What follows belongs to an exercise in optimizing a design on an open flow for small area and a short achievable clock period; a production flow would make more cautious choices.
Where RTL was checked, it was by simulation tests only, not by an equivalence proof against the original.
Power is estimated from default activity; no workload was simulated.

Setup of v6:
==> module pre_norm, before the edit <==
module pre_norm(clk, rmode, add, opa, opb, opa_nan, opb_nan, fracta_out,
		fractb_out, exp_dn_out, sign, nan_sign, result_zero_sign,
		fasu_op);
input		clk;
input	[1:0]	rmode;
input		add;
input	[31:0]	opa, opb;
input		opa_nan, opb_nan;
output	[26:0]	fracta_out, fractb_out;
output	[7:0]	exp_dn_out;
output		sign;
output		nan_sign, result_zero_sign;
output		fasu_op;
reg	[26:0]	fracta_out;
reg	[7:0]	exp_dn_out;
reg		sign, fasu_op, nan_sign, result_zero_sign;
reg		signa_r, signb_r, nan_sign1_r;
wire		signa = opa[31];
wire		signb = opb[31];
wire	[7:0]	expa = opa[30:23];
wire	[7:0]	expb = opb[30:23];
wire	[22:0]	fracta = opa[22:0];
wire	[22:0]	fractb = opb[22:0];
wire		expa_nz = |expa;
wire		expb_nz = |expb;
function [1:0] cmp_gt_eq;	 
	input [31:0] x, y;
	integer i, w;
	reg [31:0] g, e;
	begin
		g = x & ~y;
		e = ~(x ^ y);
		for (w = 1; w < 32; w = w * 2)
			for (i = 0; i < 32; i = i + 2 * w) begin
				g[i] = g[i + w] | (e[i + w] & g[i]);
				e[i] = e[i + w] & e[i];
			end
		cmp_gt_eq = {g[0], e[0]};
	end
endfunction
wire	[1:0]	f_cmp = cmp_gt_eq({9'b0, fractb}, {9'b0, fracta});
wire	[1:0]	e_cmp = cmp_gt_eq({24'b0, expb}, {24'b0, expa});
wire		fb_gt_fa = f_cmp[1];
wire		f_eq = f_cmp[0];
wire		b_gt_a = e_cmp[1] | (e_cmp[0] & fb_gt_fa);
wire		mag_eq = e_cmp[0] & f_eq;
wire		add_d = add ^ signa ^ signb;	 
wire	[7:0]	ea = {expa[7:1], expa[0] | ~expa_nz};
wire	[7:0]	eb = {expb[7:1], expb[0] | ~expb_nz};
wire	[8:0]	d_ab = {1'b0, ea} - {1'b0, eb};
wire	[8:0]	d_ba = {1'b0, eb} - {1'b0, ea};
wire	[7:0]	exp_diff = d_ab[8] ? d_ba[7:0] : d_ab[7:0];
wire		diff_big = |exp_diff[7:5];
wire	[23:0]	op_small = b_gt_a ? {expa_nz, fracta} : {expb_nz, fractb};
wire	[23:0]	op_large = b_gt_a ? {expb_nz, fractb} : {expa_nz, fracta};
wire	[4:0]	shamt = diff_big ? 5'd31 : exp_diff[4:0];
reg	[23:0]	small_r;
reg	[4:0]	shamt_r;
always @(posedge clk) begin
	fracta_out <= {op_large, 3'b0};
	small_r    <= op_small;
	shamt_r    <= shamt;
	exp_dn_out <= (!add_d & mag_eq) ? 8'h0 : (b_gt_a ? expb : expa);
	sign       <= b_gt_a ? (signb ^ ~add) : signa;
	fasu_op    <= add_d;
end
wire	[26:0]	small_f = {small_r, 3'b0};
wire	[26:0]	small_sft = small_f >> shamt_r;
wire	[31:0]	lowmask = ~(32'hffffffff << shamt_r);
wire		sticky = |(small_f & lowmask[26:0]);
assign fractb_out = {small_sft[26:1], small_sft[0] | sticky};
always @(posedge clk) begin
	signa_r     <= signa;
	signb_r     <= signb;
	nan_sign1_r <= f_eq ? (signa & signb) : fb_gt_fa ? signb : signa;
end
wire		add_r = fasu_op ^ signa_r ^ signb_r;
wire		rm3 = rmode == 2'd3;
always @(posedge clk) begin
	result_zero_sign <= ( add_r &  signa_r &  signb_r) |
			    (!add_r &  signa_r & !signb_r) |
			    ( add_r & (signa_r |  signb_r) & rm3) |
			    (!add_r & (signa_r == signb_r) & rm3);
	nan_sign <= (opa_nan & opb_nan) ? nan_sign1_r :
		    opb_nan ? signb_r : signa_r;
end
endmodule
export LEC_CHECK = 0
export CAP_MARGIN = 20
export CORE_MARGIN = 2
export CORE_UTILIZATION = 70
export CTS_BUF_LIST = sky130_fd_sc_hd__clkbuf_8
export PLACE_DENSITY = 0.8
export SETUP_SLACK_MARGIN = 5.0
export SLEW_MARGIN = 20
create_clock -name core_clock -period 9.5 [get_ports {clk}]
standard.sh (not shown) runs the stock make flow with config.mk's settings and CLKGATE_MAP_FILE= SYNTH_SCRIPT=/design/flow/synth_recipe.tcl, a recipe that flattens the netlist after the stock synthesis.
==> flow/flow/run.sh <==
#!/bin/bash
set -euo pipefail
bash standard.sh "BUFFER_PORTS_ARGS=-buffer_cell sky130_fd_sc_hd__buf_1" finish > standard_make.log 2>&1
v6 reached the final stage; the timing, design-rule and antenna checks on its layout passed.
Edits applied to the flow inputs when going from v6 to v7:
--- a/flow/design.v
+++ b/flow/design.v
@@ -49,16 +49,34 @@
 wire	[7:0]	ea = {expa[7:1], expa[0] | ~expa_nz};
 wire	[7:0]	eb = {expb[7:1], expb[0] | ~expb_nz};
-wire	[8:0]	d_ab = {1'b0, ea} - {1'b0, eb};
-wire	[8:0]	d_ba = {1'b0, eb} - {1'b0, ea};
+function [8:0] sub8;
+	input [7:0] x, y;
+	integer i, w;
+	reg [7:0] g, p, c;
+	begin
+		g = ~x & y;		 
+		p = ~(x ^ y);		 
+		c = g;
+		for (w = 1; w < 8; w = w * 2)
+			for (i = 7; i >= w; i = i - 1) begin
+				c[i] = c[i] | (p[i] & c[i - w]);
+				p[i] = p[i] & p[i - w];
+			end
+		sub8 = {c[7], (x ^ y) ^ {c[6:0], 1'b0}};
+	end
+endfunction
+wire	[8:0]	d_ab = sub8(ea, eb);
+wire	[8:0]	d_ba = sub8(eb, ea);
 wire	[7:0]	exp_diff = d_ab[8] ? d_ba[7:0] : d_ab[7:0];
 wire		diff_big = |exp_diff[7:5];
-wire	[23:0]	op_small = b_gt_a ? {expa_nz, fracta} : {expb_nz, fractb};
-wire	[23:0]	op_large = b_gt_a ? {expb_nz, fractb} : {expa_nz, fracta};
-wire	[4:0]	shamt = diff_big ? 5'd31 : exp_diff[4:0];
-reg	[23:0]	small_r;
-reg	[4:0]	shamt_r;
+wire	[23:0]	small = b_gt_a ? {expa_nz, fracta} : {expb_nz, fractb};
+wire	[23:0]	large = b_gt_a ? {expb_nz, fractb} : {expa_nz, fracta};
+wire	[1:0]	sh_lo = b_gt_a ? d_ba[1:0] : d_ab[1:0];
+wire	[2:0]	shamt = diff_big ? 3'd7 : exp_diff[4:2];
+wire	[26:0]	small_p = {small, 3'b0} >> sh_lo;
+reg	[26:0]	small_r;
+reg	[2:0]	shamt_r;
 always @(posedge clk) begin
-	fracta_out <= {op_large, 3'b0};
-	small_r    <= op_small;
+	fracta_out <= {large, 3'b0};
+	small_r    <= small_p;
 	shamt_r    <= shamt;
 	exp_dn_out <= (!add_d & mag_eq) ? 8'h0 : (b_gt_a ? expb : expa);
@@ -66,8 +84,11 @@
 	fasu_op    <= add_d;
 end
-wire	[26:0]	small_f = {small_r, 3'b0};
-wire	[26:0]	small_sft = small_f >> shamt_r;
-wire	[31:0]	lowmask = ~(32'hffffffff << shamt_r);
-wire		sticky = |(small_f & lowmask[26:0]);
+wire	[26:0]	sft0 = small_r;
+wire	[26:0]	sft1 = shamt_r[2] ? {16'b0, sft0[26:16]} : sft0;
+wire		stk1 = shamt_r[2] & |sft0[15:0];
+wire	[26:0]	sft2 = shamt_r[1] ? {8'b0, sft1[26:8]} : sft1;
+wire		stk2 = stk1 | (shamt_r[1] & |sft1[7:0]);
+wire	[26:0]	small_sft = shamt_r[0] ? {4'b0, sft2[26:4]} : sft2;
+wire		sticky = stk2 | (shamt_r[0] & |sft2[3:0]);
 assign fractb_out = {small_sft[26:1], small_sft[0] | sticky};
 always @(posedge clk) begin
Notes after the runs:
- Compared v7 against v6; highest cell delay on the worst timing path within noise.
- v7 vs. v6: finished layout cell area now sits higher, post-route fraction of the period consumed by the critical path rose by 2.9 points, TritonCTS sink count rose 1.
- Any difference in total count of max-transition violations in the final report between v6 and v7 is small enough to ignore.
- Of v6 and v7, v6 shows the higher count of clock-net buffers in the final layout, with v7 below it.
- v7 against v6: instance count along the most critical hold path now sits lower, clock network area share went up, logic gate share of total power now sits lower.
- Wire length of the first global-routing pass in v7 is 3.0% higher than in v6
- Relative to v6, die area decreased by about 2.7% in v7.
- The run showing the greater multi-input gate share of total cell area is v6.
- Summary — area share of buffers outside the clock network, v7 relative to v6: higher, by 2.5 points.
For v7, only the layout was checked, not whether the RTL still works.

The RTL this note starts from:
==> flow/design.v <==
`timescale 1ns / 100ps
module pre_norm(clk, rmode, add, opa, opb, opa_nan, opb_nan, fracta_out,
		fractb_out, exp_dn_out, sign, nan_sign, result_zero_sign,
		fasu_op);
input		clk;
input	[1:0]	rmode;
input		add;
input	[31:0]	opa, opb;
input		opa_nan, opb_nan;
output	[26:0]	fracta_out, fractb_out;
output	[7:0]	exp_dn_out;
output		sign;
output		nan_sign, result_zero_sign;
output		fasu_op;
reg	[26:0]	fracta_out;
reg	[7:0]	exp_dn_out;
reg		sign, fasu_op, nan_sign, result_zero_sign;
reg		signa_r, signb_r, nan_sign1_r;
wire		signa = opa[31];
wire		signb = opb[31];
wire	[7:0]	expa = opa[30:23];
wire	[7:0]	expb = opb[30:23];
wire	[22:0]	fracta = opa[22:0];
wire	[22:0]	fractb = opb[22:0];
wire		expa_nz = |expa;
wire		expb_nz = |expb;
function [1:0] cmp_gt_eq;	 
	input [31:0] x, y;
	integer i, w;
	reg [31:0] g, e;
	begin
		g = x & ~y;
		e = ~(x ^ y);
		for (w = 1; w < 32; w = w * 2)
			for (i = 0; i < 32; i = i + 2 * w) begin
				g[i] = g[i + w] | (e[i + w] & g[i]);
				e[i] = e[i + w] & e[i];
			end
		cmp_gt_eq = {g[0], e[0]};
	end
endfunction
wire	[1:0]	f_cmp = cmp_gt_eq({9'b0, fractb}, {9'b0, fracta});
wire	[1:0]	e_cmp = cmp_gt_eq({24'b0, expb}, {24'b0, expa});
wire		fb_gt_fa = f_cmp[1];
wire		f_eq = f_cmp[0];
wire		b_gt_a = e_cmp[1] | (e_cmp[0] & fb_gt_fa);
wire		mag_eq = e_cmp[0] & f_eq;
wire		add_d = add ^ signa ^ signb;	 
wire	[7:0]	ea = {expa[7:1], expa[0] | ~expa_nz};
wire	[7:0]	eb = {expb[7:1], expb[0] | ~expb_nz};
function [8:0] sub8;
	input [7:0] x, y;
	integer i, w;
	reg [7:0] g, p, c;
	begin
		g = ~x & y;		 
		p = ~(x ^ y);		 
		c = g;
		for (w = 1; w < 8; w = w * 2)
			for (i = 7; i >= w; i = i - 1) begin
				c[i] = c[i] | (p[i] & c[i - w]);
				p[i] = p[i] & p[i - w];
			end
		sub8 = {c[7], (x ^ y) ^ {c[6:0], 1'b0}};
	end
endfunction
wire	[8:0]	d_ab = sub8(ea, eb);
wire	[8:0]	d_ba = sub8(eb, ea);
wire	[7:0]	exp_diff = d_ab[8] ? d_ba[7:0] : d_ab[7:0];
wire		diff_big = |exp_diff[7:5];
wire	[23:0]	small = b_gt_a ? {expa_nz, fracta} : {expb_nz, fractb};
wire	[23:0]	large = b_gt_a ? {expb_nz, fractb} : {expa_nz, fracta};
wire	[1:0]	sh_lo = b_gt_a ? d_ba[1:0] : d_ab[1:0];
wire	[2:0]	shamt = diff_big ? 3'd7 : exp_diff[4:2];
wire	[26:0]	small_p = {small, 3'b0} >> sh_lo;
reg	[26:0]	small_r;
reg	[2:0]	shamt_r;
always @(posedge clk) begin
	fracta_out <= {large, 3'b0};
	small_r    <= small_p;
	shamt_r    <= shamt;
	exp_dn_out <= (!add_d & mag_eq) ? 8'h0 : (b_gt_a ? expb : expa);
	sign       <= b_gt_a ? (signb ^ ~add) : signa;
	fasu_op    <= add_d;
end
wire	[26:0]	sft0 = small_r;
wire	[26:0]	sft1 = shamt_r[2] ? {16'b0, sft0[26:16]} : sft0;
wire		stk1 = shamt_r[2] & |sft0[15:0];
wire	[26:0]	sft2 = shamt_r[1] ? {8'b0, sft1[26:8]} : sft1;
wire		stk2 = stk1 | (shamt_r[1] & |sft1[7:0]);
wire	[26:0]	small_sft = shamt_r[0] ? {4'b0, sft2[26:4]} : sft2;
wire		sticky = stk2 | (shamt_r[0] & |sft2[3:0]);
assign fractb_out = {small_sft[26:1], small_sft[0] | sticky};
always @(posedge clk) begin
	signa_r     <= signa;
	signb_r     <= signb;
	nan_sign1_r <= f_eq ? (signa & signb) : fb_gt_fa ? signb : signa;
end
wire		add_r = fasu_op ^ signa_r ^ signb_r;
wire		rm3 = rmode == 2'd3;
always @(posedge clk) begin
	result_zero_sign <= ( add_r &  signa_r &  signb_r) |
			    (!add_r &  signa_r & !signb_r) |
			    ( add_r & (signa_r |  signb_r) & rm3) |
			    (!add_r & (signa_r == signb_r) & rm3);
	nan_sign <= (opa_nan & opb_nan) ? nan_sign1_r :
		    opb_nan ? signb_r : signa_r;
end
endmodule
clock: 9.5 ns
lec_check: 0
cap_margin: 20
core_margin: 2
core_utilization: 70
cts_buf_list: sky130_fd_sc_hd__clkbuf_8
place_density: 0.8
setup_slack_margin: 5.0
slew_margin: 20
==> flow/flow/run.sh <==
#!/bin/bash
# The standard layout (standard.sh), with three changes:
#  - synthesis maps the logic with flow/abc_map.script in place of ORFS's
#    abc_speed.script (same Yosys script otherwise, so the same registers);
#  - the port buffers are buf_1 cells;
#  - repair aims at the setup margin given below.
# Each tool's full output goes to ORFS's own logs under orfs/logs/, and
# make's output to standard_make.log here.
set -euo pipefail
here=$(pwd)
sed "s#log_cmd abc {\*}\$abc_args#log_cmd abc -script $here/flow/abc_map.script {*}[lrange \$abc_args 2 end]#" \
  "$FLOW_HOME/scripts/synth.tcl" > "$here/synth_own.tcl"
grep -q "flow/abc_map.script" "$here/synth_own.tcl"
sed "s#\$::env(SCRIPTS_DIR)/synth.tcl#$here/synth_own.tcl#" synth_recipe.tcl > "$here/synth_recipe_own.tcl"
grep -q "synth_own.tcl" "$here/synth_recipe_own.tcl"
bash standard.sh SYNTH_SCRIPT="$here/synth_recipe_own.tcl" \
  "BUFFER_PORTS_ARGS=-buffer_cell sky130_fd_sc_hd__buf_1" \
  SETUP_SLACK_MARGIN=${OWN_SETUP_MARGIN:-5.0} finish > standard_make.log 2>&1
==> flow/flow/abc_map.script <==
strash
dch
map
topo
stime -c
buffer -c
upsize -c
dnsize -c
==> next run, changes <==
--- a/flow/design.v
+++ b/flow/design.v
@@ -68,28 +68,30 @@
 wire	[8:0]	d_ba = sub8(eb, ea);
 wire	[7:0]	exp_diff = d_ab[8] ? d_ba[7:0] : d_ab[7:0];
 wire		diff_big = |exp_diff[7:5];
-wire	[23:0]	small = b_gt_a ? {expa_nz, fracta} : {expb_nz, fractb};
-wire	[23:0]	large = b_gt_a ? {expb_nz, fractb} : {expa_nz, fracta};
-wire	[1:0]	sh_lo = b_gt_a ? d_ba[1:0] : d_ab[1:0];
-wire	[2:0]	shamt = diff_big ? 3'd7 : exp_diff[4:2];
-wire	[26:0]	small_p = {small, 3'b0} >> sh_lo;
-reg	[26:0]	small_r;
-reg	[2:0]	shamt_r;
+wire	[23:0]	op_small = b_gt_a ? {expa_nz, fracta} : {expb_nz, fractb};
+wire	[23:0]	op_large = b_gt_a ? {expb_nz, fractb} : {expa_nz, fracta};
+wire	[4:0]	shamt = diff_big ? 5'd31 : exp_diff[4:0];
+reg	[23:0]	small_r;
+reg	[4:0]	shamt_r;
 always @(posedge clk) begin
-	fracta_out <= {large, 3'b0};
-	small_r    <= small_p;
+	fracta_out <= {op_large, 3'b0};
+	small_r    <= op_small;
 	shamt_r    <= shamt;
 	exp_dn_out <= (!add_d & mag_eq) ? 8'h0 : (b_gt_a ? expb : expa);
 	sign       <= b_gt_a ? (signb ^ ~add) : signa;
 	fasu_op    <= add_d;
 end
-wire	[26:0]	sft0 = small_r;
-wire	[26:0]	sft1 = shamt_r[2] ? {16'b0, sft0[26:16]} : sft0;
-wire		stk1 = shamt_r[2] & |sft0[15:0];
-wire	[26:0]	sft2 = shamt_r[1] ? {8'b0, sft1[26:8]} : sft1;
-wire		stk2 = stk1 | (shamt_r[1] & |sft1[7:0]);
-wire	[26:0]	small_sft = shamt_r[0] ? {4'b0, sft2[26:4]} : sft2;
-wire		sticky = stk2 | (shamt_r[0] & |sft2[3:0]);
+wire	[26:0]	sft0 = {small_r, 3'b0};
+wire	[26:0]	sft1 = shamt_r[4] ? {16'b0, sft0[26:16]} : sft0;
+wire		stk1 = shamt_r[4] & |sft0[15:0];
+wire	[26:0]	sft2 = shamt_r[3] ? {8'b0, sft1[26:8]} : sft1;
+wire		stk2 = stk1 | (shamt_r[3] & |sft1[7:0]);
+wire	[26:0]	sft3 = shamt_r[2] ? {4'b0, sft2[26:4]} : sft2;
+wire		stk3 = stk2 | (shamt_r[2] & |sft2[3:0]);
+wire	[26:0]	sft4 = shamt_r[1] ? {2'b0, sft3[26:2]} : sft3;
+wire		stk4 = stk3 | (shamt_r[1] & |sft3[1:0]);
+wire	[26:0]	small_sft = shamt_r[0] ? {1'b0, sft4[26:1]} : sft4;
+wire		sticky = stk4 | (shamt_r[0] & sft4[0]);
 assign fractb_out = {small_sft[26:1], small_sft[0] | sticky};
 always @(posedge clk) begin
 	signa_r     <= signa;
The new run finished with timing, DRC and antenna clean.
Die area fell by about 2%.
Global-route usage is lower by 4.7 points.
Synthesized cell count grows by 0.68%.
Register-to-register slack is worse by 0.17 ns.
Count of clock-buffer cells in the layout does not change.
Wire length shrinks by 23%.
Sequential share of layout area went up by 0.96 points.
Via count came out lower by 13%.
Area after synthesis shrinks by about 2%.
Power is lower by about 16%.
No functional check of the RTL was part of the first run of this note.

## separate check: timing with driven ports
How much do the figures lean on ideal ports? The routed layouts below were timed once more, with nothing changed but the port constraints.
Step 1 assumes that a clkbuf_16 drives the clock port and a buf_2 every other input.
Step 2 adds t to the input delays and takes it off the output delays; t is the mean of the earliest and latest rising clock arrival at the registers after step 1. Input paths then give back, and output paths get back, about the clock's delay inside the block.
a / b / c = no drivers / after step 1 / after step 2; a / b = the first two.
run | t, ns | setup WS [ns] | latest minus earliest clock arrival (ns) | slew at the worst register clock pin (ns)
v6 | 0.371 | 5.116 / 5.086 / 4.751 | 0.014 / 0.014 | 0.08 / 0.08
v7 | 0.395 | 4.842 / 4.838 / 4.443 | 0.014 / 0.014 | 0.09 / 0.09
the first run of note 2 | 0.386 | 4.971 / 4.971 / 4.585 | 0.018 / 0.017 | 0.09 / 0.09
the second run of note 2 | 0.386 | 5.282 / 5.253 / 4.989 | 0.009 / 0.009 | 0.08 / 0.08
After both steps setup and hold are still met in every run listed. For v7, which loses most, drivers alone change the setup slack by -0.004 ns; drivers and shift together by -0.399 ns.
